This is an optimization exercise on Yosys and OpenROAD, whose aim is small area, a short achievable clock period and few clock cycles, not a production implementation. The RTL was checked by simulation tests, not by an equivalence proof against the original design. Power and IR drop assume default switching activity.

==> flow/design.v, too long to show whole: its modules and the start of the top module <==
// module alu: 32 lines
// module shifter: 30 lines
// module mux2ig: 3 lines
// module and2g: 3 lines
// module xor2g: 3 lines
// module xnor2g: 3 lines
// module a21oig: 3 lines
// module o21aig: 3 lines
// module ksadd14: 218 lines
// module ksadd32s: 719 lines
// module controller: 63 lines
// module reg32: 11 lines
// module regfile: 29 lines
// module reg32e: 8 lines
// module decode5: 13 lines
// module rdmux31: 26 lines
// module aoi222: 3 lines
// module nand2g: 3 lines
// module nand3g: 3 lines
// module nand4g: 3 lines
// module nor2g: 3 lines
// module inv1g: 3 lines
// module nor3g: 3 lines
// module ldconv: 13 lines
// module stconv: 5 lines
// module stbits: 7 lines
// module kappa3_light_core: 197 lines
// module mispred: 7 lines
// module mux2g: 3 lines
// module dffe1: 8 lines
// module dffq: 7 lines
// module ctlff: 10 lines
// module add17: 5 lines
module kappa3_light_core(input         clock,
			 input 	       reset,
			 output [31:0] mem_addr,
			 output        mem_read,
			 output        mem_write,
			 output [31:0] mem_wrdata,
			 output [3:0]  mem_wrbits,
			 input [31:0]  mem_rddata);
  // ...
==> flow/flow/run.sh <==
#!/bin/bash
# Layout flow: the standard synthesis (standard.sh synth, unchanged), then
# the standard ORFS steps (standard.sh) with three changes:
#  - the port buffers are buf_4 cells instead of the cell buffer_ports picks
#    by default (a slow delay cell on this platform);
#  - timing repair aims for a larger setup margin, on the worst endpoints only;
#  - clock tree synthesis inserts no dummy loads (same buffers and clustering
#    as config.mk's CTS settings).
# make's output goes to flow_synth.log and flow_layout.log, each ORFS step's
# to orfs/logs/.
set -euo pipefail
cd "$(dirname "$0")/.."
bash standard.sh synth > flow_synth.log 2>&1
bash standard.sh "BUFFER_PORTS_ARGS=-buffer_cell sky130_fd_sc_hd__buf_4" \
     SETUP_SLACK_MARGIN=6.75 TNS_END_PERCENT=5 \
     "CTS_ARGS=-sink_clustering_enable -repair_clock_nets -buf_list sky130_fd_sc_hd__clkbuf_16 -sink_clustering_size 24 -sink_clustering_max_diameter 80 -dont_use_dummy_load" \
     finish > flow_layout.log 2>&1
==> flow/standard.sh <==
#!/bin/bash
# synth_recipe.tcl (not shown) runs the flow's synth.tcl, then flattens the netlist and writes it again
# the make line also repeats each setting of config.mk as NAME=value (left out here)
make -C /OpenROAD-flow-scripts/flow DESIGN_CONFIG=/design/flow/config.mk WORK_HOME=/design/flow/orfs CLKGATE_MAP_FILE= SYNTH_SCRIPT=/design/flow/synth_recipe.tcl "${@:-finish}"
==> flow/config.mk <==
export PLATFORM = sky130hd
export DESIGN_NAME = kappa3_light_core
export DESIGN_NICKNAME = kappa3_light_core
export VERILOG_FILES = /design/flow/design.v
export SDC_FILE = /design/flow/constraint.sdc
export NUM_CORES = 8
export LEC_CHECK = 0
export CAP_MARGIN = 25
export CORE_MARGIN = 2
export CORE_UTILIZATION = 60
export CTS_BUF_LIST = sky130_fd_sc_hd__clkbuf_16
export CTS_CLUSTER_DIAMETER = 80
export CTS_CLUSTER_SIZE = 24
export PLACE_DENSITY = 0.7
export SLEW_MARGIN = 25
export SYNTH_HIERARCHICAL = 1
==> flow/constraint.sdc <==
create_clock -name core_clock -period 10.0 [get_ports {clock}]
set_input_delay 2.0000 -clock core_clock [delete_from_list [all_inputs] [get_ports {clock}]]
set_output_delay 2.0000 -clock core_clock [all_outputs]
set_load 0.01 [all_outputs]
==> out/qor.yml, run 1 <==
critical_path:
  cp_top_family: "simple AND/OR/NAND/NOR gates"
  worstSetupEndpointType: "flop"
  cpMaxStageDelayCell: "a222oi_1"
  critical_path_arrival_ns: 4.57
  worst-setup-path-type: "in -> reg"
  r2r_end: "maddr[7]"
layout:
  area_dominant_class: "sequential cells"
  final_common_cell: "edfxtp_1"
  finish.instance_area_um2: 74400
  clkCellAreaFrac_pct: 2.05
  sh_seq_area_pct: 46.9
  largest-register: "regfile_inst.g.r.out"
  layout.nets: 5726
  nNonClkBuffers: 529
timing:
  hold_violations: 0
  worst_pin_slew_ns: 1.19
  fin_crit_ns: 4.02
  finalSetupViolCount: 0
  setup_ws_ns: 5.98
synth:
  synthTopCellsByArea: "edfxtp_1, a222oi_1, nand2_1, dfxtp_1, mux2i_1"
  synth_top_family_by_area: "compound AO/OA/AOI/OAI gates"
  synth_compound_area_share_pct: 20.5
  synth_edf_count: 1055
  netlist_top_cells_count: "edfxtp_1, nand2_1, a222oi_1, nor2_1, mux2i_1"
  synth_most_common_cell: "edfxtp_1"
  synth_xor_area_share_pct: 2.81
  synthAdderAreaFrac_pct: 1.67
clock_tree:
  cts_tree: "yes"
  clockBufferDepth: 3
  cts-root-buf: "clkbuf_16"
route:
  met1Wirelength_mm: 86.1
  drc: 0
  wl_met2_mm: 113
  wl_met3_mm: 43.8
  vias_per_cell: 7.85
  route.final.wire_length_mm: 271
place:
  dpl.cell_count: 6645
  gp_congestion: 1.07
global_routing:
  busiest_layer: "met2"
  met1_usage_pct: 60.8
  grt_antenna_before_repair: 10
  grt_first_pass_wirelength_mm: 373
run_status:
  status: "finished clean"
pwr:
  cellLeakagePower_uw: 0.0275
  p_sw_share_pct: 39.8
Testbench counts, summed over its fixed seeds: cycles 653,986.
==> module kappa3_light_core, before the edit <==
module kappa3_light_core(input         clock,
			 input 	       reset,
			 output [31:0] mem_addr,
			 output        mem_read,
			 output        mem_write,
			 output [31:0] mem_wrdata,
			 output [3:0]  mem_wrbits,
			 input [31:0]  mem_rddata);
   reg 		init;           
   reg 		m_ld, m_st;     
   reg [15:2] 	fpc;            
   reg 		e_valid;        
   wire [31:0] 	e_a, e_b;       
   reg [11:0] 	e_imm;
   reg [9:0] 	e_op;
   wire [4:0] 	e_shamt;
   reg 		e_sra, e_left;
   reg [5:0] 	e_mis;
   reg [2:0] 	e_f3;
   reg [4:0] 	e_rd;
   reg 		e_wr, e_ld, e_st, e_jalr;
   reg [15:2] 	e_altpc;
   reg [31:0] 	r_q;            
   reg [4:0] 	w_rd;           
   reg 		w_valid;        
   reg [16:0] 	maddr;
   reg 		mread;
   reg [3:0] 	wbits;
   reg [2:0] 	m_f3;
   wire 	m_next;         
   wire 	e_go_next;
   wire 	fix_a_next, fix_b_next, rf_we_next;
   wire 	fd_go_e, fd_go_f, fd_go_v;
   wire 	e_go_1, e_go_2;
   wire 	en_a, en_b, fix_a, fix_b, rf_we;
   ctlff c_fd_e(.clock(clock), .reset(reset), .d(~m_next), .q(fd_go_e));
   ctlff c_fd_f(.clock(clock), .reset(reset), .d(~m_next), .q(fd_go_f));
   ctlff c_fd_v(.clock(clock), .reset(reset), .d(~m_next), .q(fd_go_v));
   ctlff c_eg_1(.clock(clock), .reset(reset), .d(e_go_next), .q(e_go_1));
   ctlff c_eg_2(.clock(clock), .reset(reset), .d(e_go_next), .q(e_go_2));
   ctlff c_en_a(.clock(clock), .reset(reset), .d(~m_next | fix_a_next), .q(en_a));
   ctlff c_en_b(.clock(clock), .reset(reset), .d(~m_next | fix_b_next), .q(en_b));
   ctlff c_fx_a(.clock(clock), .reset(reset), .d(fix_a_next), .q(fix_a));
   ctlff c_fx_b(.clock(clock), .reset(reset), .d(fix_b_next), .q(fix_b));
   ctlff c_rfwe(.clock(clock), .reset(reset), .d(rf_we_next), .q(rf_we));
   wire [31:0] 	ir = mem_rddata;
   wire 	is_ld, is_st, is_br, is_jal, is_jalr, is_auipc;
   wire 	use_rs1, use_rs2, wr_rd, sra, pred;
   wire [31:0] 	imm_b_op;
   wire [11:0] 	imm_agu;
   wire [9:0] 	alu_op;
   wire 	inv_b;
   wire [5:0] 	mis;
   wire [13:0] 	off_b, off_j;
   controller controller_inst(.ir(ir),
			      .is_ld(is_ld), .is_st(is_st), .is_br(is_br),
			      .is_jal(is_jal), .is_jalr(is_jalr), .is_auipc(is_auipc),
			      .use_rs1(use_rs1), .use_rs2(use_rs2), .wr_rd(wr_rd),
			      .imm_b_op(imm_b_op), .imm_agu(imm_agu),
			      .alu_op(alu_op), .inv_b(inv_b), .sra(sra), .mis(mis),
			      .off_b(off_b), .off_j(off_j), .pred(pred));
   wire [4:0] 	rs1_addr = ir[19:15];
   wire [4:0] 	rs2_addr = ir[24:20];
   wire [31:0] 	rf_rs1, rf_rs2;
   wire [31:0] 	rf_wdata;
   regfile regfile_inst(.clock(clock),
			.rs1_addr(rs1_addr), .rs2_addr(rs2_addr),
			.rd_addr(w_rd), .in(rf_wdata), .ld(rf_we), .clear(init),
			.rs1_out(rf_rs1), .rs2_out(rf_rs2));
   wire [31:0] 	e_result;
   wire [31:0] 	st_data;
   wire 	eq, lt, ltu;
   wire 	e_sub;
   dffe1 q_sub(.clock(clock), .en(fd_go_e), .d(inv_b), .q(e_sub));
   alu alu_inst(.in1(e_a), .in2(e_b), .cin(e_sub), .shamt(e_shamt), .op(e_op), .sra(e_sra), .left(e_left),
		.link({16'h0, e_altpc, 2'b00}), .stdata(st_data),
		.out(e_result), .eq(eq), .lt(lt), .ltu(ltu));
   wire [16:0] 	agu;
   add17 agu_inst(.a(e_a[16:0]), .b({{5{e_imm[11]}}, e_imm}), .s(agu));
   wire 	mispredict, mispredict_v;
   mispred mp_f(.m(e_mis), .eq(eq), .lt(lt), .ltu(ltu), .go(e_go_1), .y(mispredict));
   mispred mp_v(.m(e_mis), .eq(eq), .lt(lt), .ltu(ltu), .go(e_go_1), .y(mispredict_v));
   wire 	jump_reg = e_go_1 & e_jalr;
   wire 	wbf1 = w_valid & (w_rd == rs1_addr);
   wire 	wbf2 = w_valid & (w_rd == rs2_addr);
   wire 	fwd_ok = e_go_2 & e_wr;
   wire 	fa = fwd_ok & (e_rd == rs1_addr);
   wire 	fb = fwd_ok & (e_rd == rs2_addr);
   wire [15:2] 	fpc_inc = fpc + 14'd1;
   wire [15:2] 	tgt_b, tgt_j;
   ksadd14 tgt_b_inst(.a(fpc), .b(off_b), .s(tgt_b));
   ksadd14 tgt_j_inst(.a(fpc), .b(off_j), .s(tgt_j));
   wire [31:0] 	ld_data;
   ldconv ldconv_inst(.in(mem_rddata), .f3(m_f3), .offset(maddr[1:0]), .out(ld_data));
   assign rf_wdata = m_ld ? ld_data : (r_q & {32{~init}});
   wire 	m_next_ld = e_go_2 & e_ld;
   wire 	m_next_st = e_go_2 & e_st;
   assign m_next = m_next_ld | m_next_st;
   wire 	e_valid_next = fd_go_v ? ~(mispredict_v | jump_reg) : e_valid;
   assign e_go_next = e_valid_next & ~m_next;
   wire 	ld_rd_nz = (e_rd != 5'd0);
   assign fix_a_next = m_next_ld & ld_rd_nz & use_rs1 & (rs1_addr == e_rd);
   assign fix_b_next = m_next_ld & ld_rd_nz & use_rs2 & (rs2_addr == e_rd);
   assign rf_we_next = e_go_2 & (e_wr | (e_ld & ld_rd_nz));
   wire 	s_jr = jump_reg;
   wire 	s_hold = ~jump_reg & ~fd_go_f;
   wire 	s_tj = ~jump_reg & fd_go_f & is_jal;
   wire 	s_tb = ~jump_reg & fd_go_f & pred & ~is_jal;
   wire 	s_inc = ~jump_reg & fd_go_f & ~pred;
   wire [15:2] 	fpc_seq = ({14{s_jr}} & agu[15:2]) | ({14{s_hold}} & fpc) |
		({14{s_tj}} & tgt_j) | ({14{s_tb}} & tgt_b) | ({14{s_inc}} & fpc_inc);
   wire 	a_agu = m_next | jump_reg;
   wire [16:0] 	maddr_seq = ({17{a_agu}} & agu) |
		({17{~m_next & s_hold}} & {1'b0, fpc, 2'b00}) |
		({17{~m_next & s_tj}} & {1'b0, tgt_j, 2'b00}) |
		({17{~m_next & s_tb}} & {1'b0, tgt_b, 2'b00}) |
		({17{~m_next & s_inc}} & {1'b0, fpc_inc, 2'b00});
   wire [15:2] 	fpc_next;
   wire [16:2] 	maddr_next_hi;
   genvar k;
   generate
      for (k = 2; k < 16; k = k + 1) begin : g_npc
	 mux2g mf(.a0(fpc_seq[k]), .a1(e_altpc[k]), .s(mispredict), .y(fpc_next[k]));
	 mux2g mm(.a0(maddr_seq[k]), .a1(e_altpc[k]), .s(mispredict), .y(maddr_next_hi[k]));
      end
   endgenerate
   assign maddr_next_hi[16] = ~mispredict & maddr_seq[16];
   wire [16:0] 	maddr_next = {maddr_next_hi, maddr_seq[1:0] & {2{~mispredict}}};
   wire [3:0] 	st_bits;
   stconv stconv_inst(.in(e_b), .f3(e_f3[1:0]), .out(st_data));
   stbits stbits_inst(.f3(e_f3[1:0]), .offset(agu[1:0]), .bits(st_bits));
   always @ ( posedge clock or negedge reset )
     if ( !reset ) begin
	init <= 1'b1;
	m_ld <= 1'b0;
	m_st <= 1'b0;
	fpc <= 14'h0;
	e_valid <= 1'b0;
     end
     else begin
	init <= 1'b0;
	m_ld <= m_next_ld;
	m_st <= m_next_st;
	fpc <= fpc_next;
	e_valid <= e_valid_next;
     end
   always @ ( posedge clock ) begin
      mread <= ~m_next_st;
      maddr <= maddr_next;
   end
   always @ ( posedge clock ) begin
      r_q <= e_result;
      w_rd <= e_rd;
      w_valid <= e_go_2 & e_wr;
   end
   wire 	sa_ex = use_rs1 & fa;
   wire 	sa_rf = use_rs1 & ~fa & ~wbf1;
   wire [31:0] 	a_other = use_rs1 ? r_q : (is_auipc ? {16'h0, fpc, 2'b00} : 32'h0);
   wire [31:0] 	a_fd = sa_rf ? rf_rs1 : sa_ex ? e_result : a_other;
   wire [31:0] 	a_next = fix_a ? ld_data : a_fd;
   wire 	sb_ex = use_rs2 & fb;
   wire 	sb_rf = use_rs2 & ~fb & ~wbf2;
   wire [31:0] 	b_oth0 = use_rs2 ? r_q : imm_b_op;
   wire [31:0] 	b_late = sb_rf ? rf_rs2 : e_result;
   wire [31:0] 	b_fd = (sb_rf | sb_ex) ? b_late : b_oth0;
   wire [31:0] 	b_next = fix_b ? ld_data : b_fd;
   wire [4:0] 	sh_fd = sb_rf ? rf_rs2[4:0] : sb_ex ? e_result[4:0] : b_oth0[4:0];
   wire [4:0] 	sh_next = fix_b ? ld_data[4:0] : sh_fd;
   dffq #(32) q_a(.clock(clock), .d(en_a ? a_next : e_a), .q(e_a));
   dffq #(32) q_b(.clock(clock), .d(en_b ? b_next : e_b), .q(e_b));
   dffq #(5) q_sh(.clock(clock), .d(en_b ? sh_next : e_shamt), .q(e_shamt));
   always @ ( posedge clock ) begin
      if ( fd_go_e ) begin
	 e_imm <= imm_agu;
	 e_op <= alu_op;
	 e_sra <= sra;
	 e_left <= alu_op[1];
	 e_mis <= mis;
	 e_f3 <= ir[14:12];
	 e_rd <= ir[11:7];
	 e_wr <= wr_rd;
	 e_ld <= is_ld;
	 e_st <= is_st;
	 e_jalr <= is_jalr;
	 e_altpc <= (is_br & ~ir[31]) ? tgt_b : fpc_inc;
      end
      if ( e_go_2 ) begin
	 wbits <= st_bits;
	 m_f3 <= e_f3;
      end
   end
   assign mem_addr = {15'h0, maddr};
   assign mem_read = mread;
   assign mem_write = m_st;
   assign mem_wrdata = r_q;
   assign mem_wrbits = wbits;
endmodule  
==> inputs of run 2 (changes only) <==
--- a/flow/design.v
+++ b/flow/design.v
@@ -1311,4 +1311,7 @@
    assign m_next = m_next_ld | m_next_st;
-   wire 	e_valid_next = fd_go_v ? ~(mispredict_v | jump_reg) : e_valid;
-   assign e_go_next = e_valid_next & ~m_next;
+   wire 	v_base = fd_go_v ? ~jump_reg : e_valid;
+   wire 	e_valid_next, e_go_next_g;
+   nor2g g_ev(.a(mispredict_v), .b(~v_base), .y(e_valid_next));
+   nor2g g_eg(.a(mispredict_v), .b(~(v_base & ~m_next)), .y(e_go_next_g));
+   assign e_go_next = e_go_next_g;
    wire 	ld_rd_nz = (e_rd != 5'd0);
@@ -1371,4 +1374,2 @@
    wire [31:0] 	a_other = use_rs1 ? r_q : (is_auipc ? {16'h0, fpc, 2'b00} : 32'h0);
-   wire [31:0] 	a_fd = sa_rf ? rf_rs1 : sa_ex ? e_result : a_other;
-   wire [31:0] 	a_next = fix_a ? ld_data : a_fd;
    wire 	sb_ex = use_rs2 & fb;
@@ -1376,10 +1377,28 @@
    wire [31:0] 	b_oth0 = use_rs2 ? r_q : imm_b_op;
-   wire [31:0] 	b_late = sb_rf ? rf_rs2 : e_result;
-   wire [31:0] 	b_fd = (sb_rf | sb_ex) ? b_late : b_oth0;
-   wire [31:0] 	b_next = fix_b ? ld_data : b_fd;
-   wire [4:0] 	sh_fd = sb_rf ? rf_rs2[4:0] : sb_ex ? e_result[4:0] : b_oth0[4:0];
-   wire [4:0] 	sh_next = fix_b ? ld_data[4:0] : sh_fd;
-   dffq #(32) q_a(.clock(clock), .d(en_a ? a_next : e_a), .q(e_a));
-   dffq #(32) q_b(.clock(clock), .d(en_b ? b_next : e_b), .q(e_b));
-   dffq #(5) q_sh(.clock(clock), .d(en_b ? sh_next : e_shamt), .q(e_shamt));
+   wire 	s_arf = en_a & ~fix_a & sa_rf;
+   wire 	s_aex = en_a & ~fix_a & sa_ex;
+   wire 	s_brf = en_b & ~fix_b & sb_rf;
+   wire 	s_bex = en_b & ~fix_b & sb_ex;
+   wire [31:0] 	a_rest = ~en_a ? e_a : fix_a ? ld_data : (sa_rf | sa_ex) ? 32'h0 : a_other;
+   wire [31:0] 	b_rest = ~en_b ? e_b : fix_b ? ld_data : (sb_rf | sb_ex) ? 32'h0 : b_oth0;
+   wire [4:0] 	sh_rest = ~en_b ? e_shamt : fix_b ? ld_data[4:0] : (sb_rf | sb_ex) ? 5'h0 :
+		b_oth0[4:0];
+   wire [31:0] 	d_a, d_b;
+   wire [4:0] 	d_sh;
+   genvar i;
+   generate
+      for (i = 0; i < 32; i = i + 1) begin : g_op
+	 ao221g ga(.a1(s_arf), .a2(rf_rs1[i]), .b1(s_aex), .b2(e_result[i]),
+		   .c(a_rest[i]), .y(d_a[i]));
+	 ao221g gb(.a1(s_brf), .a2(rf_rs2[i]), .b1(s_bex), .b2(e_result[i]),
+		   .c(b_rest[i]), .y(d_b[i]));
+      end
+      for (i = 0; i < 5; i = i + 1) begin : g_sh
+	 ao221g gs(.a1(s_brf), .a2(rf_rs2[i]), .b1(s_bex), .b2(e_result[i]),
+		   .c(sh_rest[i]), .y(d_sh[i]));
+      end
+   endgenerate
+   dffq #(32) q_a(.clock(clock), .d(d_a), .q(e_a));
+   dffq #(32) q_b(.clock(clock), .d(d_b), .q(e_b));
+   dffq #(5) q_sh(.clock(clock), .d(d_sh), .q(e_shamt));
    always @ ( posedge clock ) begin
@@ -1417,2 +1436,5 @@
 endmodule  
+module ao221g(input a1, a2, b1, b2, c, output y);
+   assign y = (a1 & a2) | (b1 & b2) | c;
+endmodule  
 module mux2g(input a0, a1, s, output y);
--- a/flow/flow/run.sh
+++ b/flow/flow/run.sh
@@ -14,3 +14,3 @@
 bash standard.sh "BUFFER_PORTS_ARGS=-buffer_cell sky130_fd_sc_hd__buf_4" \
-     SETUP_SLACK_MARGIN=6.75 TNS_END_PERCENT=5 \
+     SETUP_SLACK_MARGIN=6.5 TNS_END_PERCENT=5 \
      "CTS_ARGS=-sink_clustering_enable -repair_clock_nets -buf_list sky130_fd_sc_hd__clkbuf_16 -sink_clustering_size 24 -sink_clustering_max_diameter 80 -dont_use_dummy_load" \
==> run 2 against run 1 <==
- clock skew decreased by 0.040 ns
- worst hold slack better by 0.031 ns
- non-clock buffer count shrank 78
- largest cell class unchanged
- critical endpoint is now maddr[13]
- first-iteration DRC count rose by 2.3%
- sequential cell count stayed put
- die area is 0.21% lower
- clock-buffer cell count decreased by 3
- power increased by 0.69%
- synthesized cell count shrank 0.90%
- final cell count shrank 1.5%
- global-route usage is 2.8 points lower
- cell area is 3.9% lower
==> out/qor.yml, run 2 <==
critical_path:
  cp_cell_sequence: "buf_12, clkbuf_16, xor2_4, xor2_2, buf_4, a21oi_4, o21ai_2, a21oi_2, o21ai_2, a21oi_2, xnor2_2, mux2_4, mux2i_2, a31oi_4, clkbuf_16, mux2_4"  # was buf_12, nand4b_1, buf_12, o21ai_4, buf_12, a222oi_1, nand2_1, nor2_4, nand3_4, o31ai_4, o21ai_1
  cp.required_ns: 10.57  # was 10.56 ns
  r2r-start: "q_sub.q"  # unchanged
  worst-r2r-setup-slack_ns: 6.08  # was 6.11 ns
  critPathMaxStageDelay_ns: 0.42  # was 0.51 ns
  cp-start-kind: "flop"  # was input pin
  worstSetupEndpointType: "flop"  # unchanged
  cp_top_family: "compound AO/OA/AOI/OAI gates"  # was simple AND/OR/NAND/NOR gates
  path_depth: 16  # was 11
  r2r_end: "maddr[13]"  # was maddr[7]
  worstSetupStartpoint: "q_sub.q"  # was mem_rddata[18]
  worst-setup-path-type: "reg -> reg"  # was in -> reg
  critical_path_arrival_ns: 4.49  # was 4.57 ns
  reg2reg_depth: 16  # unchanged
  cpMaxStageDelayCell: "edfxtp_1"  # was a222oi_1
  cp_num_buf_inv: 4  # was 3
  path_max_fanout: 8  # was 16
clock_tree:
  numCtsBuffers: 58  # was 61
  cts.clk_slew.worst_paths_ns: 0.10  # was 0.09 ns
  insertion_delay_ns: 0.75  # was 0.77 ns
  cts_max_level: 2  # unchanged
  cts_sinks: 1208  # unchanged
  clockBufferDepth: 3  # unchanged
  cts_tree: "yes"  # unchanged
  cts-root-buf: "clkbuf_16"  # unchanged
global_routing:
  grt_antenna_before_repair: 16  # was 10
  gr-total-overflow: 0  # unchanged
  grt_first_pass_wirelength_mm: 353  # was 373 mm
  grt_max_degree: 98  # was 65
  grt_usage_pct: 46.4  # was 49.2%
  grt_pass1_vias: 47100  # was 50.7k
synth:
  synth-seq-cells: 1208  # unchanged
  netlist_top_cells_count: "edfxtp_1, nand2_1, a222oi_1, nor2_1, mux2i_1"  # unchanged
  synthDistinctLibCells: 92  # was 88
  synth_ff_type: "edfxtp_1"  # unchanged
  synth_edf_count: 1055  # unchanged
  ys_warn_count: 13  # unchanged
  yosysTopAreaCell: "edfxtp_1"  # unchanged
  netlist_area_um2: 61900  # was 62,000 um2
  synthCells: 5151  # was 5,198
  syn_area_per_cell_um2: 12.0  # was 11.9 um2
  synth_top_area_share_pct: 51.2  # was 51.1%
  async_flop_share_pct: 2.32  # unchanged
  synthTopCellsByArea: "edfxtp_1, a222oi_1, nand2_1, dfxtp_1, mux2i_1"  # unchanged
  yosysSeqAreaShare_pct: 56.4  # was 56.3%
  synth_most_common_cell: "edfxtp_1"  # unchanged
route:
  num_vias: 54000  # was 54.8k
  wl_per_cell_um: 38.2  # was 38.8 um
  drtIter0Drc: 14500  # was 14.1k
  firstDrtPassIters: 14  # unchanged
  antenna_left: 0  # unchanged
  route.final.wire_length_mm: 262  # was 271 mm
  vias_per_cell: 7.85  # about the same
  drc: 0  # unchanged
layout:
  final_cell_mix: "edfxtp_1, nand2_1, a222oi_1"  # unchanged
  final_util_pct: 70.1  # was 72.8%
  area_delta_synth_final_pct: 15.6  # was 20.0%
  largest_register_ffs: 992  # unchanged
  layout-drive-gt1-share_pct: 21.0  # was 24.3%
  layout.nets: 5612  # was 5,726
  largest-register: "regfile_inst.g.r.out"  # unchanged
  final_common_cell: "edfxtp_1"  # unchanged
  finish.instance_area_um2: 71500  # was 74,400 um2
worst_hold_path:
  hp-start: "e_f3[2]"  # unchanged
  min_to: "m_f3[2]"  # unchanged
  min_path_cells: 0  # unchanged
  hold_path.class: "reg -> reg"  # unchanged
timing:
  worst_pin_slew_ns: 1.14  # was 1.19 ns
  slew_violations: 0  # unchanged
  setup_tns_ns: 0  # unchanged
  maxSlewHeadroom_pct: 24.1  # was 18.5%
  finalSetupViolCount: 0  # unchanged
  fin_worst_skew_ns: 0.0977  # was 0.138 ns
  rsz0062_at_grt: "yes"  # unchanged
  fin_crit_ns: 3.92  # was 4.02 ns
  max_freq_mhz: 255  # was 249 MHz
  timing.final.crit_share_pct: 39.2  # was 40.2%
  hold_violations: 0  # unchanged
floorplanning:
  start_util_pct: 60.6  # was 60.7%
  core_um2: 102000  # about the same
  rows: 117  # unchanged
  die_x_um: 325  # about the same
  io_pins: 104  # unchanged
  dieArea_um2: 106000  # about the same
  die_h_um: 325  # about the same
place:
  dpl.hpwl_mm: 168  # was 163 mm
  gp_congestion: 1.04  # was 1.07
  portBuffers: 88  # unchanged
  placed_area_um2: 65600  # was 66,000 um2
run_status:
  status: "finished clean"  # unchanged
pwr:
  ir_drop_mv: 0.219  # was 0.181 mV
  power_density_nw_per_um2: 228  # was 217 nW/um2
  cellLeakagePower_uw: 0.0265  # was 0.0275 uW
job:
  max_cap_viol_count: 0  # unchanged
-- run 2: per-module statistics from Yosys, one instance, submodules excluded, excerpt --
| module | cells | times used | cell area [um2] | flops+latches |
|---|---|---|---|---|
| decode5 | 47 | 3 | 275 | 0 |
| shifter | 34 | 1 | 250 | 0 |
| stbits | 7 | 1 | 43.8 | 0 |
| mispred | 5 | 2 | 40.0 | 0 |
| ctlff | 1 | 10 | 25.0 | 1 |
| mux2g | 1 | 28 | 15.0 | 0 |
| xor2g | 1 | 119 | 8.76 | 0 |
| xnor2g | 1 | 31 | 8.76 | 0 |
| regfile | 2 | 1 | 7.51 | 0 |
| nand3g | 1 | 64 | 5.00 | 0 |
| inv1g | 1 | 80 | 3.75 | 0 |
-- run 2: final cells by class --
type / count / area [um2]
Sequential cell: 1208 / 34900
Tap cell: 1368 / 1710
Multi-Input combinational cell: 3582 / 28000
Antenna cell: 15 / 37.5
Clock buffer: 58 / 1450
Fill cell: 7205 / 30500
Inverter: 195 / 732
Timing Repair Buffer: 451 / 4670
-- run 2: where the power goes --
group,switching [uW],leakage (uW),internal [uW],total [uW]
clock network,1550,0.000715,1030,2580
logic,4250,0.0134,1930,6180
registers,740,0.0125,6770,7510
-- run 2: repair_timing --
action,4_1_cts,5_1_grt
hold buffers,0,0
pin swaps,15,159
endpoints found under the setup margin,362,677
resized for setup,177,375
cloned,2,28
endpoints found under the hold margin,0,0
buffers inserted,20,120
-- run 2: worst max-delay path by stage --
stage,slack (ns),endpoint
after CTS,6.14,maddr[2]
after detailed placement,4.75,q_b.q[13]
after floorplan,5.44,fpc[10]
after global routing,6.05,maddr[13]
final,6.08,maddr[13]
after global placement,4.77,q_b.q[13]
-- run 2: per-stage QoR --
step / hold slack (ns) / total power, uW / setup slack [ns] / cells
floorplan: 0.400 / 10500 / 5.44 / 5206
global placement: 0.424 / 12800 / 4.77 / 6627
detailed placement: 0.433 / 12900 / 4.75 / 6634
CTS: 0.471 / 15500 / 6.14 / 6714
global route: 0.481 / 16600 / 6.05 / 6865
finish: 0.461 / 16300 / 6.08 / 6877
-- run 2: cells by family after synthesis --
| kind of cell | share of synthesized area (%) |
|---|---|
| xor gates and xnor gates | 2.80 |
| other | 0.0182 |
| buffers and inverters | 3.40 |
| DFF | 56.4 |
| adders and majority gates | 1.67 |
| AOI/OAI and AO/OA | 20.0 |
| muxes | 4.88 |
| and+or+nand+nor | 10.8 |
-- run 2: layer usage --
metal  part of all wire (%)  global-route usage (%)
met1                     32                    61.4
met2                     41                    65.8
met3                     17                    14.1
met4                    9.2                    31.8
met5                  0.062                       0
Testbench counts of run 2, summed over its fixed seeds: cycles 653,986.
==> inputs of run 3 (changes only) <==
--- a/flow/flow/run.sh
+++ b/flow/flow/run.sh
@@ -14,3 +14,3 @@
 bash standard.sh "BUFFER_PORTS_ARGS=-buffer_cell sky130_fd_sc_hd__buf_4" \
-     SETUP_SLACK_MARGIN=6.5 TNS_END_PERCENT=5 \
+     SETUP_SLACK_MARGIN=6.25 TNS_END_PERCENT=5 \
      "CTS_ARGS=-sink_clustering_enable -repair_clock_nets -buf_list sky130_fd_sc_hd__clkbuf_16 -sink_clustering_size 24 -sink_clustering_max_diameter 80 -dont_use_dummy_load" \
==> run 3 against run 2 <==
- still clean
- clock skew grew 0.043 ns
- setup slack lost 0.066 ns
- non-clock buffer count shrank 63
- clock power is essentially flat
- register-to-register slack gained 0.09 ns
- final cell count shrank 1.1%
- via count shrank 1.1%
- sequential power shrank 0.7%
- clock-buffer cell count grew 2
- power shrank 1.4%
- worst hold slack lost 0.042 ns
- global-route usage grew 0.19 points
==> out/qor.yml, run 3 <==
pwr:
  cellLeakagePower_uw: 0.0259  # was 0.0265 uW
  ir_drop_mv: 0.213  # was 0.219 mV
  power_density_nw_per_um2: 229  # was 228 nW/um2
floorplanning:
  die_h_um: 325  # unchanged
  start_util_pct: 60.6  # unchanged
  core_um2: 102000  # unchanged
  die_x_um: 325  # unchanged
  io_pins: 104  # unchanged
  dieArea_um2: 106000  # unchanged
  rows: 117  # unchanged
place:
  gp_congestion: 1.04  # about the same
  portBuffers: 88  # unchanged
  dpl.hpwl_mm: 165  # was 168 mm
  dpl.cell_count: 6633  # was 6,634
  placed_area_um2: 65500  # was 65,600 um2
clock_tree:
  cts_tree: "yes"  # unchanged
  cts_sinks: 1208  # unchanged
  clockBufferDepth: 3  # unchanged
  numCtsBuffers: 60  # was 58
  cts_hold_buf: 0  # unchanged
  cts-root-buf: "clkbuf_16"  # unchanged
  cts_max_level: 2  # unchanged
  cts.clk_slew.worst_paths_ns: 0.08  # was 0.10 ns
  insertion_delay_ns: 0.78  # was 0.75 ns
critical_path:
  cp.required_ns: 10.57  # about the same
  cpMostUsedCell: "buf_4"
  cp-start-kind: "input pin"  # was flop
  r2r_end: "fpc[5]"  # was maddr[13]
  worst-setup-path-type: "in -> reg"  # was reg -> reg
  critPathMaxStageDelay_ns: 0.42  # about the same
  cp_top_family: "compound AO/OA/AOI/OAI gates"  # unchanged
  worst-r2r-setup-slack_ns: 6.17  # was 6.08 ns
  cp_num_buf_inv: 3  # was 4
  r2r-start: "q_sub.q"  # unchanged
  path_max_fanout: 32  # was 8
  worstSetupEndpointType: "flop"  # unchanged
  critical_path_arrival_ns: 4.56  # was 4.49 ns
  reg2reg_depth: 16  # unchanged
  worstSetupStartpoint: "mem_rddata[19]"  # was q_sub.q
  cpMaxStageDelayCell: "a222oi_1"  # was edfxtp_1
  cp_cell_sequence: "buf_4, nand4b_1, buf_4, o21ai_2, buf_4, a222oi_1, nand2_1, nor2_2, nand3_1, a221o_1"  # was buf_12, clkbuf_16, xor2_4, xor2_2, buf_4, a21oi_4, o21ai_2, a21oi_2, o21ai_2, a21oi_2, xnor2_2, mux2_4, mux2i_2, a31oi_4, clkbuf_16, mux2_4
layout:
  final_cell_mix: "edfxtp_1, nand2_1, a222oi_1"  # unchanged
  final_cells: 6802  # was 6,877
  largest-register: "regfile_inst.g.r.out"  # unchanged
  final_util_pct: 68.8  # was 70.1%
  area_delta_synth_final_pct: 13.5  # was 15.6%
  layout.nets: 5550  # was 5,612
  final_common_cell: "edfxtp_1"  # unchanged
  largest_register_ffs: 992  # unchanged
  layout-drive-gt1-share_pct: 20.3  # was 21.0%
  finish.instance_area_um2: 70200  # was 71,500 um2
timing:
  fin_crit_ns: 3.99  # was 3.92 ns
  hold_violations: 0  # unchanged
  slew_violations: 0  # unchanged
  max_freq_mhz: 251  # was 255 MHz
  worst_pin_slew_ns: 1.13  # was 1.14 ns
  timing.final.crit_share_pct: 39.9  # was 39.2%
  rsz0062_at_grt: "yes"  # unchanged
  maxSlewHeadroom_pct: 23.6  # was 24.1%
  holdWs_ns: 0.419  # was 0.461 ns
  finalSetupViolCount: 0  # unchanged
  fin_worst_skew_ns: 0.141  # was 0.0977 ns
  setup_tns_ns: 0  # unchanged
worst_hold_path:
  min_to: "m_f3[2]"  # unchanged
  hp-start: "e_f3[2]"  # unchanged
  min_path_cells: 0  # unchanged
  hold_path.class: "reg -> reg"  # unchanged
synth:
  synthTopCellsByArea: "edfxtp_1, a222oi_1, nand2_1, dfxtp_1, mux2i_1"  # unchanged
  async_flop_share_pct: 2.32  # unchanged
  synthCells: 5151  # unchanged
  synth_ff_type: "edfxtp_1"  # unchanged
  synth_most_common_cell: "edfxtp_1"  # unchanged
  netlist_area_um2: 61900  # unchanged
  yosysTopAreaCell: "edfxtp_1"  # unchanged
  syn_area_per_cell_um2: 12.0  # unchanged
  synth_edf_count: 1055  # unchanged
  synth_top_area_share_pct: 51.2  # unchanged
  synthDistinctLibCells: 92  # unchanged
  synth-seq-cells: 1208  # unchanged
  netlist_top_cells_count: "edfxtp_1, nand2_1, a222oi_1, nor2_1, mux2i_1"  # unchanged
  yosysSeqAreaShare_pct: 56.4  # unchanged
  ys_warn_count: 13  # unchanged
route:
  vias_per_cell: 7.85  # about the same
  drtIter0Drc: 14200  # was 14.5k
  antenna_left: 0  # unchanged
  wl_per_cell_um: 37.7  # was 38.2 um
  met1Wirelength_mm: 80.6  # was 85.0 mm
  wl_met3_mm: 41.8  # was 44.8 mm
  num_vias: 53400  # was 54.0k
  route.final.wire_length_mm: 256  # was 262 mm
  drc: 0  # unchanged
  wl_met2_mm: 108  # about the same
  firstDrtPassIters: 15  # was 14
  top_layer_used: "met5"  # unchanged
global_routing:
  grt_pass1_vias: 48900  # was 47.1k
  grt_antenna_before_repair: 15  # was 16
  grt_first_pass_wirelength_mm: 355  # was 353 mm
  grt_usage_pct: 46.6  # was 46.4%
  grt_max_degree: 98  # unchanged
  gr-total-overflow: 0  # unchanged
run_status:
  status: "finished clean"  # unchanged
job:
  max_cap_viol_count: 0  # unchanged
-- run 3: modules after synthesis (local to each module, per instance), excerpt --
module / flops+latches / area [um2] / times used / cells
ldconv: 0 / 742 / 1 / 98
stbits: 0 / 43.8 / 1 / 7
dffe1: 1 / 30.0 / 1 / 1
ao221g: 0 / 10.0 / 69 / 1
regfile: 0 / 7.51 / 1 / 2
nand3g: 0 / 5.00 / 64 / 1
inv1g: 0 / 3.75 / 80 / 1
-- run 3: per-stage QoR --
step	setup WS [ns]	total power, uW
after floorplan	5.44	10500
after global placement	4.80	12700
after detailed placement	4.79	12800
after CTS	6.16	15500
after global routing	6.09	16400
final	6.01	16100
-- run 3: layer usage --
metal	vias up	GRT usage [%]
met5	-	0
met4	18	34.8
li1	21300	-
met3	1280	15.7
met2	5443	68.4
met1	25400	57.2
-- run 3: repair_timing --
item                                   4_1_cts  5_1_grt
endpoints found under the hold margin        0        0
gates resized for setup                    216      218
buffers inserted                            51       47
pin swaps                                   31       91
cloned                                       5        4
setup endpoints to repair                  104      104
-- run 3: cell type report --
cell class                 instances  area [um2]
sequential                      1208       34900
fill                            7342       31800
multi-input combinational       3581       28100
timing repair buffer             388        3280
tap                             1368        1710
clock buffer                      60        1500
inverter                         195         732
antenna                            2        5.00
-- run 3: worst max-delay path by stage --
stage	cells after the start	to
after floorplan	12	fpc[10]
after CTS	10	q_b.q[21]
after global placement	9	q_b.q[10]
after global routing	13	maddr[11]
after detailed placement	9	q_b.q[10]
final	10	q_a.q[17]
-- run 3: power breakdown --
group,total (uW),internal [uW],switching (uW)
clock,2610,1060,1550
sequential,7460,6770,695
combinational,5980,1860,4120
total,16100,9690,6360
-- run 3: kinds of logic after synthesis --
family | share of synthesized area [%]
other cells | 0.0182
flops | 56.4
mux | 4.88
compound gates | 20.0
fa+ha+maj | 1.67
simple gates | 10.8
buf+inv | 3.40
xor+xnor | 2.80
-- run 3: worst reg2reg max path, cell delays in order, from the launching register on --
cell and delay [ns]:
edfxtp_1 0.45, buf_4 0.19, clkbuf_16 0.22, xor2_4 0.22
xor2_2 0.19, a21oi_2 0.19, o21ai_2 0.13, a21oi_2 0.23
o21ai_4 0.11, a21oi_4 0.23, xnor2_4 0.14, mux2_4 0.33
mux2i_2 0.18, a31oi_4 0.29, buf_6 0.17, clkbuf_16 0.17
mux2_4 0.30
==> inputs of run 4 (changes only) <==
--- a/flow/flow/run.sh
+++ b/flow/flow/run.sh
@@ -14,3 +14,3 @@
 bash standard.sh "BUFFER_PORTS_ARGS=-buffer_cell sky130_fd_sc_hd__buf_4" \
-     SETUP_SLACK_MARGIN=6.25 TNS_END_PERCENT=5 \
+     SETUP_SLACK_MARGIN=6.5 TNS_END_PERCENT=5 \
      "CTS_ARGS=-sink_clustering_enable -repair_clock_nets -buf_list sky130_fd_sc_hd__clkbuf_16 -sink_clustering_size 24 -sink_clustering_max_diameter 80 -dont_use_dummy_load" \
--- a/flow/config.mk
+++ b/flow/config.mk
@@ -9,3 +9,3 @@
 export CORE_MARGIN = 2
-export CORE_UTILIZATION = 60
+export CORE_UTILIZATION = 55
 export CTS_BUF_LIST = sky130_fd_sc_hd__clkbuf_16
@@ -13,3 +13,3 @@
 export CTS_CLUSTER_SIZE = 24
-export PLACE_DENSITY = 0.7
+export PLACE_DENSITY = 0.66
 export SLEW_MARGIN = 25
==> run 4 against run 3 <==
- cell area increased by 1.2%
- synthesized area is the same
- still clean
- critical path depth did not move
- sequential cell count stayed put
- non-clock buffer count grew 32
- sequential power rose by 0.5%
- combinational power is essentially flat
- global-route usage shrank 2.4 points
- setup slack better by 0.066 ns
- die area rose by 9.0%
- critical path type unchanged
- first-iteration DRC count fell by 14%
==> out/qor.yml, run 4 <==
synth:
  netlist_top_cells_count: "edfxtp_1, nand2_1, a222oi_1, nor2_1, mux2i_1"  # unchanged
  synth_ff_type: "edfxtp_1"  # unchanged
  synthDistinctLibCells: 92  # unchanged
  ys_warn_count: 13  # unchanged
  syn_area_per_cell_um2: 12.0  # unchanged
  yosysTopAreaCell: "edfxtp_1"  # unchanged
  netlist_area_um2: 61900  # unchanged
  synthTopCellsByArea: "edfxtp_1, a222oi_1, nand2_1, dfxtp_1, mux2i_1"  # unchanged
  async_flop_share_pct: 2.32  # unchanged
  synth_edf_count: 1055  # unchanged
  yosysSeqAreaShare_pct: 56.4  # unchanged
  synth-seq-cells: 1208  # unchanged
  synth_most_common_cell: "edfxtp_1"  # unchanged
  synthCells: 5151  # unchanged
  synth_top_area_share_pct: 51.2  # unchanged
layout:
  layout-drive-gt1-share_pct: 21.5  # was 20.3%
  largest_register_ffs: 992  # unchanged
  final_cell_mix: "edfxtp_1, nand2_1, a222oi_1"  # unchanged
  layout.nets: 5589  # was 5,550
  final_common_cell: "edfxtp_1"  # unchanged
  final.fill_count: 8690  # was 7,342
  area_delta_synth_final_pct: 14.9  # was 13.5%
  largest-register: "regfile_inst.g.r.out"  # unchanged
floorplanning:
  start_util_pct: 55.2  # was 60.6%
  die_x_um: 339  # was 325 um
  dieArea_um2: 115000  # was 106,000 um2
  rows: 123  # was 117
  die_h_um: 339  # was 325 um
  core_um2: 112000  # was 102,000 um2
  io_pins: 104  # unchanged
critical_path:
  critical_path_arrival_ns: 4.47  # was 4.56 ns
  critPathMaxStageDelay_ns: 0.39  # was 0.42 ns
  worstSetupEndpointType: "flop"  # unchanged
  worst-setup-path-type: "in -> reg"  # unchanged
  path_max_fanout: 32  # unchanged
  cp_cell_sequence: "buf_8, nand4b_1, buf_4, o21ai_2, buf_6, a222oi_1, nand2_1, nor2_1, nand3_2, a221o_1"  # was buf_4, nand4b_1, buf_4, o21ai_2, buf_4, a222oi_1, nand2_1, nor2_2, nand3_1, a221o_1
  cp-start-kind: "input pin"  # unchanged
  cpMaxStageDelayCell: "a222oi_1"  # unchanged
  cp.required_ns: 10.54  # was 10.57 ns
timing:
  timing.final.crit_share_pct: 39.2  # was 39.9%
  worst_pin_slew_ns: 1.10  # was 1.13 ns
  maxSlewHeadroom_pct: 26.6  # was 23.6%
  hold_violations: 0  # unchanged
  setup_tns_ns: 0  # unchanged
  finalSetupViolCount: 0  # unchanged
  fin_worst_skew_ns: 0.127  # was 0.141 ns
  max_freq_mhz: 255  # was 251 MHz
  rsz0062_at_grt: "yes"  # unchanged
  fin_crit_ns: 3.92  # was 3.99 ns
  slew_violations: 0  # unchanged
route:
  num_vias: 52700  # was 53.4k
  vias_per_cell: 7.56  # was 7.85
  drtIter0Drc: 12300  # was 14.2k
  firstDrtPassIters: 17  # was 15
  antenna_left: 0  # unchanged
  wl_per_cell_um: 38.0  # was 37.7 um
  route.final.wire_length_mm: 265  # was 256 mm
  drc: 0  # unchanged
pwr:
  power.net_switching_uw: 6400  # was 6360 uW
  comb_power_share_pct: 36.6  # was 37.2%
  power_density_nw_per_um2: 229  # about the same
  p_sw_share_pct: 39.3  # was 39.6%
  ir_drop_mv: 0.200  # was 0.213 mV
  power_uw: 16300  # was 16,100 uW
  pwr-share-clk_pct: 17.3  # was 16.3%
  intPower_uw: 9860  # was 9690 uW
  cellLeakagePower_uw: 0.0262  # was 0.0259 uW
  seqPwrFrac_pct: 46.1  # was 46.5%
place:
  portBuffers: 88  # unchanged
  dpl.hpwl_mm: 171  # was 165 mm
  gp_congestion: 1.05  # was 1.04
global_routing:
  grt_usage_pct: 44.2  # was 46.6%
  grt_first_pass_wirelength_mm: 364  # was 355 mm
  grt_antenna_before_repair: 7  # was 15
  gr-total-overflow: 0  # unchanged
  grt_max_degree: 98  # unchanged
  grt_pass1_vias: 48400  # was 48.9k
clock_tree:
  cts_sinks: 1208  # unchanged
  cts_max_level: 3  # was 2
  cts_tree: "yes"  # unchanged
  insertion_delay_ns: 0.69  # was 0.78 ns
  cts-root-buf: "clkbuf_16"  # unchanged
  cts.clk_slew.worst_paths_ns: 0.09  # was 0.08 ns
  clockBufferDepth: 3  # unchanged
  numCtsBuffers: 68  # was 60
worst_hold_path:
  hold_path.class: "reg -> reg"  # unchanged
run_status:
  status: "finished clean"  # unchanged
job:
  max_cap_viol_count: 0  # unchanged
[run 4: worst max-delay path: cells and delay by family]
kind	cells	cell delay, ns
compound gates	3	0.80
simple gates	4	0.98
buf+inv	3	0.59
[run 4: cell families (layout without fill, tap and decap cells)]
group                      count (synthesis)  count (layout)  share of synthesized area, %
buffers and inverters                    419             683                          3.40
AOI/OAI and AO/OA                       1480            1480                          20.0
other                                      3              61                        0.0182
xor gates and xnor gates                 198             198                          2.80
and+or+nand+nor                         1481            1482                          10.8
muxes                                    280             280                          4.88
DFF                                     1208            1208                          56.4
adders and majority gates                 82              82                          1.67
[run 4: final timing paths]
kind	from	to	slack, ns	depth (start not counted)
min in group asynchronous	reset	fpc[7]	1.29	1
setup reg to reg	q_b.q[0]	q_a.q[14]	6.09	10
hold reg to reg	e_f3[2]	m_f3[2]	0.44	0
max in group asynchronous	reset	c_en_b.q	8.31	1
hold / removal	e_f3[2]	m_f3[2]	0.44	0
setup / recovery	mem_rddata[24]	q_b.q[25]	6.08	10
[run 4: cell type report]
cell class / count / area [um2] / area share [%]
multi-input cells: 3580 / 28100 / 39.5
repair buffers: 420 / 3750 / 5.28
flip-flops and latches: 1208 / 34900 / 49.1
inverters: 195 / 732 / 1.03
diodes: 3 / 7.51 / 0.0106
clock buffers: 68 / 1700 / 2.39
well taps: 1500 / 1880 / 2.64
[run 4: power groups by stage]
stage / Clock, uW / Sequential, uW / Combinational, uW
after floorplan: 0 / 7350 / 3120
after global placement: 0 / 7520 / 5280
after detailed placement: 0 / 7540 / 5310
after CTS: 2810 / 7430 / 5500
after global routing: 2980 / 7520 / 6160
final: 2810 / 7500 / 5950
[run 4: metal layers]
layer / global-route usage [%] / vias up / part of all wire (%)
met4: 33.1 / 12 / 10
met3: 13.0 / 1100 / 15
met5: 0.0408 / - / 0.029
li1: - / 21400 / -
met1: 54.6 / 25500 / 33
met2: 65.7 / 4787 / 43
[run 4: repair_timing]
item,4_1_cts,5_1_grt
setup endpoints to repair,248,638
gates resized for setup,264,274
pin swaps,45,90
hold buffers,0,0
setup buffers,57,80
hold endpoints to repair,0,0
cloned,4,3
[run 4: stage by stage]
step	util (%)	hold slack (ns)	setup WS (ns)	std cells	instance area, um2
finish	63.4	0.440	6.08	6974	71100
global route	63.4	0.450	6.03	6972	71000
CTS	61.6	0.447	6.21	6888	69100
detailed placement	58.5	0.423	4.49	6759	65600
floorplan	-	0.400	5.44	5206	62300
global placement	58.5	0.434	4.47	6759	65600
[run 4: Yosys stat by module, one instance, submodules excluded, a selection]
module / cells / times used
add17: 100 / 1
controller: 151 / 1
ctlff: 1 / 10
decode5: 47 / 3
kappa3_light_core: 902 / 1
mispred: 5 / 2
mux2g: 1 / 28
nand3g: 1 / 64
reg32e: 32 / 31
xnor2g: 1 / 31
xor2g: 1 / 119
==> inputs of run 5 (changes only) <==
--- a/flow/config.mk
+++ b/flow/config.mk
@@ -9,3 +9,3 @@
 export CORE_MARGIN = 2
-export CORE_UTILIZATION = 55
+export CORE_UTILIZATION = 60
 export CTS_BUF_LIST = sky130_fd_sc_hd__clkbuf_16
@@ -13,4 +13,4 @@
 export CTS_CLUSTER_SIZE = 24
-export PLACE_DENSITY = 0.66
-export SLEW_MARGIN = 25
+export PLACE_DENSITY = 0.7
+export SLEW_MARGIN = 40
 export SYNTH_HIERARCHICAL = 1
==> run 5 against run 4 <==
- clock power fell by 7.5%
- routed wire length fell by 2.2%
- sequential cell count did not move
- register-to-register slack got worse by 0.05 ns
- still clean
- largest cell class unchanged
- setup slack got worse by 0.036 ns
- final cell count fell by 1.8%
- critical path depth rose by 5
- critical endpoint is now maddr[5]
- maximum frequency fell by 0.92%
==> out/qor.yml, run 5 <==
run_status:
  status: "finished clean"  # unchanged
clock_tree:
  clockBufferDepth: 3  # unchanged
  cts-root-buf: "clkbuf_16"  # unchanged
  numCtsBuffers: 59  # was 68
  insertion_delay_ns: 0.74  # was 0.69 ns
  cts_sinks: 1208  # unchanged
  cts.clk_slew.worst_paths_ns: 0.10  # was 0.09 ns
  cts_hold_buf: 0  # unchanged
  cts_tree: "yes"  # unchanged
  cts_max_level: 2  # was 3
route:
  num_vias: 53400  # was 52.7k
  vias_per_cell: 7.80  # was 7.56
  drc: 0  # unchanged
  route.final.wire_length_mm: 259  # was 265 mm
  antenna_left: 0  # unchanged
  firstDrtPassIters: 15  # was 17
  drtIter0Drc: 13700  # was 12.3k
  wl_per_cell_um: 37.8  # was 38.0 um
timing:
  setup_tns_ns: 0  # unchanged
  worst_pin_slew_ns: 1.01  # was 1.10 ns
  slew_violations: 0  # unchanged
  fin_crit_ns: 3.96  # was 3.92 ns
  setup_ws_ns: 6.04  # was 6.08 ns
  hold_violations: 0  # unchanged
  timing.final.crit_share_pct: 39.6  # was 39.2%
  maxSlewHeadroom_pct: 32.6  # was 26.6%
  rsz0062_at_grt: "yes"  # unchanged
  fin_worst_skew_ns: 0.109  # was 0.127 ns
  finalSetupViolCount: 0  # unchanged
  max_freq_mhz: 253  # was 255 MHz
place:
  gp_congestion: 1.04  # was 1.05
  dp_slack_ns: 4.77  # was 4.49 ns
  dpl.cell_count: 6642  # was 6,759
  portBuffers: 88  # unchanged
  dpl.hpwl_mm: 168  # was 171 mm
critical_path:
  cp-start-kind: "flop"  # was input pin
  cpMaxStageDelayCell: "edfxtp_1"  # was a222oi_1
  cp_cell_sequence: "buf_12, buf_16, xor2_2, xor2_2, nand2_2, o21ai_4, a21oi_4, o21ai_2, a21oi_2, xnor2_2, mux2_4, mux2i_2, a31oi_4, clkbuf_16, mux2_4"  # was buf_8, nand4b_1, buf_4, o21ai_2, buf_6, a222oi_1, nand2_1, nor2_1, nand3_2, a221o_1
  worstSetupEndpointType: "flop"  # unchanged
  critical_path_arrival_ns: 4.52  # was 4.47 ns
  path_max_fanout: 8  # was 32
  critPathMaxStageDelay_ns: 0.51  # was 0.39 ns
  cp.required_ns: 10.56  # was 10.54 ns
  worst-setup-path-type: "reg -> reg"  # was in -> reg
synth:
  yosysSeqAreaShare_pct: 56.4  # unchanged
  netlist_area_um2: 61900  # unchanged
  yosysTopAreaCell: "edfxtp_1"  # unchanged
  synth_edf_count: 1055  # unchanged
  ys_warn_count: 13  # unchanged
  synth_ff_type: "edfxtp_1"  # unchanged
  synthTopCellsByArea: "edfxtp_1, a222oi_1, nand2_1, dfxtp_1, mux2i_1"  # unchanged
  synth_top_area_share_pct: 51.2  # unchanged
  synthDistinctLibCells: 92  # unchanged
  synth-seq-cells: 1208  # unchanged
  netlist_top_cells_count: "edfxtp_1, nand2_1, a222oi_1, nor2_1, mux2i_1"  # unchanged
  async_flop_share_pct: 2.32  # unchanged
  syn_area_per_cell_um2: 12.0  # unchanged
  synthCells: 5151  # unchanged
  synth_most_common_cell: "edfxtp_1"  # unchanged
floorplanning:
  start_util_pct: 60.6  # was 55.2%
  dieArea_um2: 106000  # was 115,000 um2
  die_h_um: 325  # was 339 um
  core_um2: 102000  # was 112,000 um2
  io_pins: 104  # unchanged
  rows: 117  # was 123
  die_x_um: 325  # was 339 um
layout:
  largest_register_ffs: 992  # unchanged
  final_common_cell: "edfxtp_1"  # unchanged
  final_cell_mix: "edfxtp_1, nand2_1, a222oi_1"  # unchanged
  final_cells: 6845  # was 6,974
  area_delta_synth_final_pct: 14.7  # was 14.9%
  layout-drive-gt1-share_pct: 20.5  # was 21.5%
  largest-register: "regfile_inst.g.r.out"  # unchanged
  layout.nets: 5583  # was 5,589
  regArea_um2: 34900  # about the same
  multi_input_area_um2: 27900  # was 28,100 um2
  final.fill_count: 7348  # was 8,690
global_routing:
  grt_first_pass_wirelength_mm: 350  # was 364 mm
  grt_pass1_vias: 47200  # was 48.4k
  grt_usage_pct: 46.2  # was 44.2%
  grt_antenna_before_repair: 16  # was 7
  gr-total-overflow: 0  # unchanged
  grt_max_degree: 98  # unchanged
pwr:
  power_density_nw_per_um2: 229  # about the same
  ir_drop_mv: 0.185  # was 0.200 mV
  cellLeakagePower_uw: 0.0263  # was 0.0262 uW
worst_hold_path:
  hold_path.class: "reg -> reg"  # unchanged
job:
  max_cap_viol_count: 0  # unchanged
[run 5: cell counts after synthesis]
No cell type changed its count.
[run 5: layer usage]
| metal | global-route usage (%) | share of wire (%) | vias to the layer above |
|---|---|---|---|
| li1 | - | - | 21300 |
| met1 | 60.6 | 33 | 25700 |
| met2 | 65.8 | 41 | 5348 |
| met3 | 14.8 | 17 | 966 |
| met4 | 30.6 | 9.0 | 14 |
| met5 | 0 | 0.066 | - |
[run 5: cell type report]
type,instances,area share [%]
flip-flops and latches,1208,49.2
multi-input cells,3580,39.4
repair buffers,423,5.82
well taps,1368,2.41
clock buffers,59,2.08
inverters,195,1.03
diodes,12,0.0423
[run 5: final timing paths]
path / slack (ns) / endpoint / depth (start not counted) / from
setup / recovery: 6.04 / maddr[5] / 15 / q_sub.q
hold / removal: 0.47 / m_f3[2] / 0 / e_f3[2]
setup reg to reg: 6.04 / maddr[5] / 15 / q_sub.q
hold reg to reg: 0.47 / m_f3[2] / 0 / e_f3[2]
max in group asynchronous: 8.33 / init / 1 / reset
min in group asynchronous: 1.27 / fpc[10] / 1 / reset
[run 5: modules after synthesis (local to each module, per instance), a selection]
module,cell area (um2),flip-flops and latches
nand3g,5.00,0
mispred,40.0,0
mux2ig,10.0,0
ksadd14,7.51,0
xor2g,8.76,0
stconv,449,0
reg32e,961,32
shifter,250,0
[run 5: report_power, final]
group	switching (uW)	internal (uW)	leakage, uW
sequential	734	6770	0.0125
clock	1550	1050	0.000727
combinational	4210	1920	0.0131
total	6500	9730	0.0263
[run 5: kinds of logic (layout without fill, tap and decap cells)]
family                     count (synthesis)  in the layout  share of synthesized area, %
DFF                                     1208           1208                          56.4
other                                      3             70                        0.0182
muxes                                    280            280                          4.88
and+or+nand+nor                         1481           1482                          10.8
buffers and inverters                    419            677                          3.40
AOI/OAI and AO/OA                       1480           1480                          20.0
xor gates and xnor gates                 198            198                          2.80
adders and majority gates                 82             82                          1.67
[run 5: per-stage QoR]
| step | utilization (%) | instance area [um2] | hold WS, ns | total power (uW) |
|---|---|---|---|---|
| 2_1_floorplan | - | 62300 | 0.400 | 10500 |
| 3_3_place_gp | 64.1 | 65400 | 0.424 | 12800 |
| 3_5_place_dp | 64.4 | 65700 | 0.430 | 12900 |
| 4_1_cts | 66.6 | 67900 | 0.470 | 15500 |
| 5_1_grt | 69.5 | 70900 | 0.481 | 16600 |
| 6_report | 69.5 | 70900 | 0.472 | 16200 |
[run 5: worst max-delay path, delay by kind of cell, from the launching register on]
family / cells / cell delay, ns
buffers and inverters: 3 / 0.66
and+or+nand+nor: 1 / 0.13
muxes: 3 / 0.82
xor gates and xnor gates: 3 / 0.75
DFF: 1 / 0.51
AOI/OAI and AO/OA: 5 / 0.97
[run 5: timing repair]
action | in CTS | in global routing
pin swaps | 5 | 100
endpoints found under the setup margin | 279 | 652
gates resized for setup | 126 | 348
setup buffers | 13 | 100
cloned | 1 | 17
==> inputs of run 6 (changes only) <==
--- a/flow/config.mk
+++ b/flow/config.mk
@@ -14,3 +14,3 @@
 export PLACE_DENSITY = 0.7
-export SLEW_MARGIN = 40
+export SLEW_MARGIN = 55
 export SYNTH_HIERARCHICAL = 1
==> run 6 against run 5 <==
- clock skew up 0.044 ns
- final cell count up 0.39%
- cell area up 0.77%
- largest cell class unchanged
- clock-buffer cell count up 1
- largest power group unchanged
- via count up 0.36%
- combinational power up 3%
- die area unchanged
- utilization up 0.53 points
- highest routed layer unchanged
- critical path type is now in -> reg
- global-route usage up 1.0 points
- still clean on timing, DRC and antenna
==> out/qor.yml, run 6 <==
clock_tree:
  cts-root-buf: "clkbuf_16"  # unchanged
  cts_max_level: 2  # unchanged
  cts_hold_buf: 0  # unchanged
  cts.clk_slew.worst_paths_ns: 0.08  # was 0.10 ns
  clockBufferDepth: 3  # unchanged
  cts_sinks: 1208  # unchanged
  numCtsBuffers: 60  # was 59
  insertion_delay_ns: 0.78  # was 0.74 ns
  cts_tree: "yes"  # unchanged
synth:
  yosysTopAreaCell: "edfxtp_1"  # unchanged
  synthDistinctLibCells: 92  # unchanged
  synthTopCellsByArea: "edfxtp_1, a222oi_1, nand2_1, dfxtp_1, mux2i_1"  # unchanged
  synth_ff_type: "edfxtp_1"  # unchanged
  synth_top_area_share_pct: 51.2  # unchanged
  netlist_area_um2: 61900  # unchanged
  ys_warn_count: 13  # unchanged
  synth_most_common_cell: "edfxtp_1"  # unchanged
  syn_area_per_cell_um2: 12.0  # unchanged
  netlist_top_cells_count: "edfxtp_1, nand2_1, a222oi_1, nor2_1, mux2i_1"  # unchanged
  synth-seq-cells: 1208  # unchanged
  async_flop_share_pct: 2.32  # unchanged
  synth_edf_count: 1055  # unchanged
  synthCells: 5151  # unchanged
  yosysSeqAreaShare_pct: 56.4  # unchanged
global_routing:
  grt_pass1_vias: 48400  # was 47.2k
  grt_max_degree: 98  # unchanged
  grt_antenna_before_repair: 16  # unchanged
  gr-total-overflow: 0  # unchanged
  grt_first_pass_wirelength_mm: 358  # was 350 mm
  grt_usage_pct: 47.2  # was 46.2%
floorplanning:
  io_pins: 104  # unchanged
  core_um2: 102000  # unchanged
  rows: 117  # unchanged
  die_h_um: 325  # unchanged
  start_util_pct: 60.6  # unchanged
  die_x_um: 325  # unchanged
  dieArea_um2: 106000  # unchanged
timing:
  slew_violations: 0  # unchanged
  hold_violations: 0  # unchanged
  worst_pin_slew_ns: 0.747  # was 1.01 ns
  finalSetupViolCount: 0  # unchanged
  timing.final.crit_share_pct: 38.4  # was 39.6%
  fin_crit_ns: 3.84  # was 3.96 ns
  setup_tns_ns: 0  # unchanged
  fin_worst_skew_ns: 0.153  # was 0.109 ns
  maxSlewHeadroom_pct: 50.2  # was 32.6%
  rsz0062_at_grt: "yes"  # unchanged
  max_freq_mhz: 260  # was 253 MHz
place:
  dpl.hpwl_mm: 169  # was 168 mm
  portBuffers: 88  # unchanged
  dpl.cell_count: 6657  # was 6,642
  gp_congestion: 1.04  # unchanged
route:
  drc: 0  # unchanged
  drtIter0Drc: 13600  # was 13.7k
  route.final.wire_length_mm: 258  # was 259 mm
  wl_per_cell_um: 37.6  # was 37.8 um
  firstDrtPassIters: 22  # was 15
  vias_per_cell: 7.79  # was 7.80
  antenna_left: 0  # unchanged
  num_vias: 53600  # was 53.4k
layout:
  largest-register: "regfile_inst.g.r.out"  # unchanged
  layout.nets: 5614  # was 5,583
  regArea_um2: 34900  # about the same
  final_common_cell: "edfxtp_1"  # unchanged
  layout-drive-gt1-share_pct: 21.9  # was 20.5%
  largest_register_ffs: 992  # unchanged
  multi_input_area_um2: 28400  # was 27,900 um2
  final_cells: 6872  # was 6,845
  area_delta_synth_final_pct: 15.5  # was 14.7%
  final.fill_count: 7185  # was 7,348
  final_cell_mix: "edfxtp_1, nand2_1, a222oi_1"  # unchanged
critical_path:
  worst-setup-path-type: "in -> reg"  # was reg -> reg
  endpoint: "q_a.q[27]"  # was maddr[5]
  r2r_end: "q_b.q[11]"  # was maddr[5]
  cp.required_ns: 10.58  # was 10.56 ns
  worst-r2r-setup-slack_ns: 6.19  # was 6.04 ns
  worstSetupEndpointType: "flop"  # unchanged
  critPathMaxStageDelay_ns: 0.35  # was 0.51 ns
  critical_path_arrival_ns: 4.42  # was 4.52 ns
  cp-start-kind: "input pin"  # was flop
  cpMaxStageDelayCell: "a221o_1"  # was edfxtp_1
  reg2reg_depth: 11  # was 15
  worstSetupStartpoint: "mem_rddata[15]"  # was q_sub.q
  path_max_fanout: 26  # was 8
  cp_cell_sequence: "buf_8, nand2b_4, buf_4, o21ai_2, buf_6, a222oi_1, nand2_1, nor2_1, nand3_1, a221o_1"  # was buf_12, buf_16, xor2_2, xor2_2, nand2_2, o21ai_4, a21oi_4, o21ai_2, a21oi_2, xnor2_2, mux2_4, mux2i_2, a31oi_4, clkbuf_16, mux2_4
  r2r-start: "q_a.q[2]"  # was q_sub.q
worst_hold_path:
  hold_path.class: "reg -> reg"  # unchanged
  hp-start: "e_f3[2]"  # unchanged
pwr:
  ir_drop_mv: 0.197  # was 0.185 mV
  power_uw: 16400  # was 16,200 uW
  power_density_nw_per_um2: 230  # was 229 nW/um2
  cellLeakagePower_uw: 0.0264  # was 0.0263 uW
run_status:
  status: "finished clean"  # unchanged
job:
  max_cap_viol_count: 0  # unchanged
-- run 6: repair_timing --
| item | CTS | global route |
|---|---|---|
| resized for setup | 418 | 114 |
| endpoints found under the setup margin | 128 | 120 |
| buffers inserted | 91 | 46 |
| endpoints found under the hold margin | 0 | 0 |
| pin swaps | 88 | 68 |
| cloned | 6 | 3 |
-- run 6: area by class of cell --
| cell class | count | share of cell area (%) |
|---|---|---|
| Sequential cell | 1208 | 48.9 |
| Timing Repair Buffer | 453 | 5.88 |
| Clock buffer | 60 | 2.10 |
| Inverter | 195 | 1.02 |
| Multi-Input combinational cell | 3580 | 39.7 |
| Tap cell | 1368 | 2.39 |
| Antenna cell | 8 | 0.0280 |
-- run 6: where the power goes --
group	leakage (uW)	switching (uW)	internal (uW)
sequential	0.0125	744	6770
combinational	0.0132	4280	2010
clock	0.000739	1570	1060
total	0.0264	6590	9840
-- run 6: modules after synthesis (local to each module, per instance), a selection --
module,cells inside,flip-flops and latches
nor2g,1,0
shifter,34,0
dffe1,1,1
reg32e,32,32
mispred,5,0
decode5,47,0
inv1g,1,0
ksadd14,1,0
alu,358,0
a21oig,1,0
xor2g,1,0
aoi222,1,0
nand3g,1,0
-- run 6: how the worst min path moves through the flow --
stage                         end  cells after the start
after detailed placement  m_f3[2]                      0
after global routing      m_f3[2]                      0
after global placement    m_f3[2]                      0
final                     m_f3[2]                      0
after floorplan           m_f3[2]                      0
after CTS                 m_f3[2]                      0
-- run 6: logic make-up after synthesis --
group / after synthesis / share of synthesized area (%)
AND/OR/NAND/NOR: 1481 / 10.8
XOR/XNOR: 198 / 2.80
flip-flops: 1208 / 56.4
AO/OA/AOI/OAI: 1480 / 20.0
multiplexers: 280 / 4.88
other: 3 / 0.0182
buffers and inverters: 419 / 3.40
adder cells (fa/ha/maj): 82 / 1.67
-- run 6: per-layer routing --
| metal | vias up | share of wire, % | track usage (%) | routed length, um |
|---|---|---|---|---|
| met1 | 25900 | 33 | 60.7 | 84500 |
| met2 | 5272 | 41 | 67.5 | 107000 |
| met3 | 977 | 17 | 16.4 | 43900 |
| met5 | - | 0.045 | 0 | 115 |
| met4 | 18 | 9.0 | 31.7 | 23100 |
| li1 | 21400 | - | - | - |
-- run 6: worst max-delay path, delay by kind of cell --
kind	cells	cell delay (ns)
AO/OA/AOI/OAI	3	0.83
buffers and inverters	3	0.60
AND/OR/NAND/NOR	4	0.95
-- run 6: stage by stage --
stage | setup WS, ns | cell area (um2) | hold WS [ns] | util (%)
after global routing | 6.22 | 71500 | 0.441 | 70.0
after detailed placement | 4.86 | 65900 | 0.419 | 64.6
final | 6.16 | 71500 | 0.450 | 70.0
after CTS | 6.38 | 70300 | 0.443 | 68.9
after global placement | 4.77 | 65400 | 0.424 | 64.1
after floorplan | 5.44 | 62300 | 0.400 | -

separate check: timing with driven ports:
In the flow no input, the clock included, has a driving cell. The finished layouts below were timed again as built, in two steps. Step 1 (the two cells are an assumption about what drives the block):
set clk [get_ports {clock}]
set_driving_cell -lib_cell sky130_fd_sc_hd__clkbuf_16 $clk
set_driving_cell -lib_cell sky130_fd_sc_hd__buf_2 [delete_from_list [all_inputs] $clk]
Step 2 adds t to the input delays and takes it off the output delays; t is the mean of the earliest and latest rising clock arrival at the registers after step 1. Input paths then give back, and output paths get back, about the clock's delay inside the block. Three values: ideal ports, drivers, drivers and shift; two values: the first two.
| run | shift t [ns] | setup slack, ns | hold slack, ns | worst data-port slew with drivers (ns) |
|---|---|---|---|---|
| run 1 | 0.775 | 5.983 / 5.808 / 5.032 | 0.430 / 0.430 / 0.430 | 0.33 |
| run 2 | 0.774 | 6.077 / 5.976 / 5.201 | 0.461 / 0.461 / 0.461 | 0.26 |
| run 3 | 0.783 | 6.011 / 6.050 / 5.267 | 0.419 / 0.419 / 0.419 | 0.05 |
| run 4 | 0.706 | 6.078 / 6.068 / 5.362 | 0.440 / 0.440 / 0.440 | 0.23 |
| run 5 | 0.758 | 6.041 / 5.998 / 5.241 | 0.472 / 0.472 / 0.472 | 0.24 |
| run 6 | 0.779 | 6.157 / 6.142 / 5.362 | 0.450 / 0.450 / 0.450 | 0.18 |
After both steps setup and hold are still met in every run listed. For run 1, which loses most, drivers alone change the setup slack by -0.175 ns; drivers and shift together by -0.951 ns.
